From an optimization exercise on the open Yosys and OpenROAD flow, aimed at small area and a short achievable clock period; shortcuts taken in it are not production practice. Only simulation tests tie the RTL to the original design; equivalence was not proved. Power figures rest on the tool's default switching activity, not on a simulated workload.

ember:
## rv32i_datapath
module rv32i_datapath(
  input  logic        i_clk,
  input  logic        i_rst_n,     
  input  logic [31:0] i_instr,
  input  logic [31:0] i_pc,
  input  logic [31:0] i_ld_data,
  input  logic        i_rd_wren,
  input  logic        i_opa_sel,   
  input  logic        i_opb_sel,   
  input  logic [ 3:0] i_alu_op,
  input  logic        i_br_un,
  input  logic        i_wb_sel,    
  output logic [31:0] o_alu_data,
  output logic [31:0] o_rs2_data,
  output logic        o_br_less,
  output logic        o_br_equal
);
Size in the first run: ~3200 cells after synthesis.
clock: 32.0 ns
lec_check: 0
cap_margin: 20
core_margin: 2
core_utilization: 55
place_density: 0.65
slew_margin: 20
synth_hierarchical: 1
synth_minimum_keep_size: 0
standard.sh (not shown) runs the stock make flow with config.mk's settings and CLKGATE_MAP_FILE= SYNTH_SCRIPT=/design/flow/synth_recipe.tcl, a recipe that flattens the netlist after the stock synthesis.
==> flow/flow/run.sh <==
#!/bin/bash
# Standard ORFS layout with: synthesis's sized-up gates set back to their
# smallest size before floorplan (downsize.tcl), plain buffers on the ports,
# a clock tree without dummy loads and with larger sink clusters, and a
# setup margin that makes repair_timing work on the slowest paths.
set -euo pipefail
bash standard.sh \
  "PRE_FLOORPLAN_TCL=$PWD/flow/downsize.tcl" \
  "CTS_ARGS=-sink_clustering_enable -repair_clock_nets -dont_use_dummy_load -sink_clustering_size 24 -sink_clustering_max_diameter 70" \
  "BUFFER_PORTS_ARGS=-buffer_cell sky130_fd_sc_hd__buf_1" \
  SETUP_SLACK_MARGIN=14.5 \
  finish > flow_make.log 2>&1
Other scripts of this flow, unchanged in this note and not shown: flow/flow/downsize.tcl
ember | stages: all done | timing, DRC, antenna: all pass
diff inputs: ember => juniper
-- flow/config.mk --
<<< ember, line 10
export CORE_UTILIZATION = 55
export PLACE_DENSITY = 0.65
>>> juniper, line 10
export CORE_UTILIZATION = 62
export PLACE_DENSITY = 0.72
--- outcome ---
- Max count of instances resized after the clock tree is built across juniper and ember: ember
- Looking at total global routing track utilization across juniper and ember, the one that comes out lower is ember.
- Compared with ember, in juniper depth of the critical timing path with buffers and inverters included has decreased, global-route track usage on met1 up 3.5 points, clock distribution power fell by about 2%.
- Compared to ember, juniper was floorplanned on a smaller die.
- ember and juniper ended up with roughly the same multi-input logic portion of the cell area.
- Final worst-path cycle share | juniper above ember
- Relative to ember, juniper degrades least setup slack across all paths after layout.
- The maximum clock frequency of juniper is lower than that of ember.


== main ==
rv32i_datapath, a different RTL version from the one above (not shown whole).
clock: 32.0 ns
lec_check: 0
cap_margin: 20
core_margin: 2
core_utilization: 55
place_density: 0.65
slew_margin: 20
synth_hierarchical: 1
synth_minimum_keep_size: 0
==> flow/flow/run.sh <==
#!/bin/bash
# Standard ORFS layout with: synthesis's sized-up gates set back to their
# smallest size before floorplan (downsize.tcl), plain buffers on the ports,
# a clock tree without dummy loads and with larger sink clusters, and a
# setup margin that makes repair_timing work on the slowest paths.
set -euo pipefail
bash standard.sh \
  "PRE_FLOORPLAN_TCL=$PWD/flow/downsize.tcl" \
  "CTS_ARGS=-sink_clustering_enable -repair_clock_nets -dont_use_dummy_load -sink_clustering_size 24 -sink_clustering_max_diameter 70" \
  "BUFFER_PORTS_ARGS=-buffer_cell sky130_fd_sc_hd__buf_1" \
  SETUP_SLACK_MARGIN=14 \
  finish > flow_make.log 2>&1
Other scripts of this flow, unchanged in this note and not shown: flow/flow/downsize.tcl
main has completed all stages; timing, DRC and antenna checks passed.
### main -> the feature branch
Settings: swapping 0.65 for 0.72 in PLACE_DENSITY; swapping 55 for 62 in CORE_UTILIZATION.
### Flow results
Cmp main and the feature branch / fraction of area in multi-input gates / lower: main
Relative to main, core utilization increased by 8.0 points in the feature branch.
Looking at relative contribution of the clock network to total power, the feature branch sits 0.6 points above main.
Number of non-clock buffers was lower in the run labelled the feature branch.
Where total wirelength of the detailed-routed design is concerned, main is outperformed by the feature branch.


RTL: one of the versions met above, not the one the previous note started from.
Size in the first run: about 3,200 cells after synthesis, about 170 I/O pins.
export LEC_CHECK = 0
export CAP_MARGIN = 20
export CORE_MARGIN = 2
export CORE_UTILIZATION = 55
export PLACE_DENSITY = 0.65
export SLEW_MARGIN = 20
export SYNTH_HIERARCHICAL = 1
export SYNTH_MINIMUM_KEEP_SIZE = 0
create_clock -name core_clock -period 32.0 [get_ports {i_clk}]
==> flow/flow/run.sh <==
#!/bin/bash
# Standard ORFS layout with: synthesis's sized-up gates set back to their
# smallest size before floorplan (downsize.tcl), plain buffers on the ports,
# a clock tree without dummy loads and with larger sink clusters, and a
# setup margin that makes repair_timing work on the slowest paths.
set -euo pipefail
bash standard.sh \
  "PRE_FLOORPLAN_TCL=$PWD/flow/downsize.tcl" \
  "CTS_ARGS=-sink_clustering_enable -repair_clock_nets -dont_use_dummy_load -sink_clustering_size 28 -sink_clustering_max_diameter 85" \
  "BUFFER_PORTS_ARGS=-buffer_cell sky130_fd_sc_hd__buf_1" \
  SETUP_SLACK_MARGIN=14.5 \
  finish > flow_make.log 2>&1
Other scripts of this flow, unchanged in this note and not shown: flow/flow/downsize.tcl
The baseline ran to the end with no violations.
Change:
--- a/flow/flow/run.sh
+++ b/flow/flow/run.sh
@@ -7,6 +7,6 @@
 bash standard.sh \
   "PRE_FLOORPLAN_TCL=$PWD/flow/downsize.tcl" \
-  "CTS_ARGS=-sink_clustering_enable -repair_clock_nets -dont_use_dummy_load -sink_clustering_size 28 -sink_clustering_max_diameter 85" \
+  "CTS_ARGS=-sink_clustering_enable -repair_clock_nets -dont_use_dummy_load -sink_clustering_size 24 -sink_clustering_max_diameter 70" \
   "BUFFER_PORTS_ARGS=-buffer_cell sky130_fd_sc_hd__buf_1" \
-  SETUP_SLACK_MARGIN=14.5 \
+  SETUP_SLACK_MARGIN=14.8 \
   finish > flow_make.log 2>&1
Effect:
- The new run finished with timing, DRC and antenna clean
- final area goes up by a few percent
- non-clock buffer count increases by 87
- first-iteration DRC count goes up by a little under a tenth

## re-timing with driven ports
Ports are ideal in the flow. The routed layouts listed here were re-timed in OpenROAD. Step 1 sets driving cells, clkbuf_16 on the clock port and buf_2 on the other inputs (assumed; they add their load-dependent delay and slew). Step 2 adds t to the input delays and takes it off the output delays; t is the mean of the earliest and latest rising clock arrival at the registers after step 1. Input paths then give back, and output paths get back, about the clock's delay inside the block. Three values: ideal ports, drivers, drivers and shift; two values: the first two.
run	t (ns)	slack for setup (ns)	worst hold slack (ns)	worst setup path after step 2	worst slew at a driven data input, ns
ember	0.685	14.387 / 14.334 / 14.334	0.491 / 0.491 / 0.491	input to output	0.11
juniper	0.703	14.330 / 14.299 / 14.299	0.488 / 0.488 / 0.488	input to output	0.13
main	0.682	13.861 / 13.829 / 13.829	0.481 / 0.481 / 0.481	input to output	0.07
the feature branch	0.709	13.883 / 13.861 / 13.861	0.493 / 0.493 / 0.493	input to output	0.07
the first run of note 3	0.673	14.437 / 14.372 / 14.372	0.494 / 0.494 / 0.494	input to output	0.13
the second run of note 3	0.686	14.512 / 14.462 / 14.462	0.493 / 0.493 / 0.493	input to output	0.13
After both steps setup and hold are still met in every run listed. The setup slack of the first run of note 3, which loses most, moves by -0.065 ns with the drivers and by -0.065 ns with both steps.
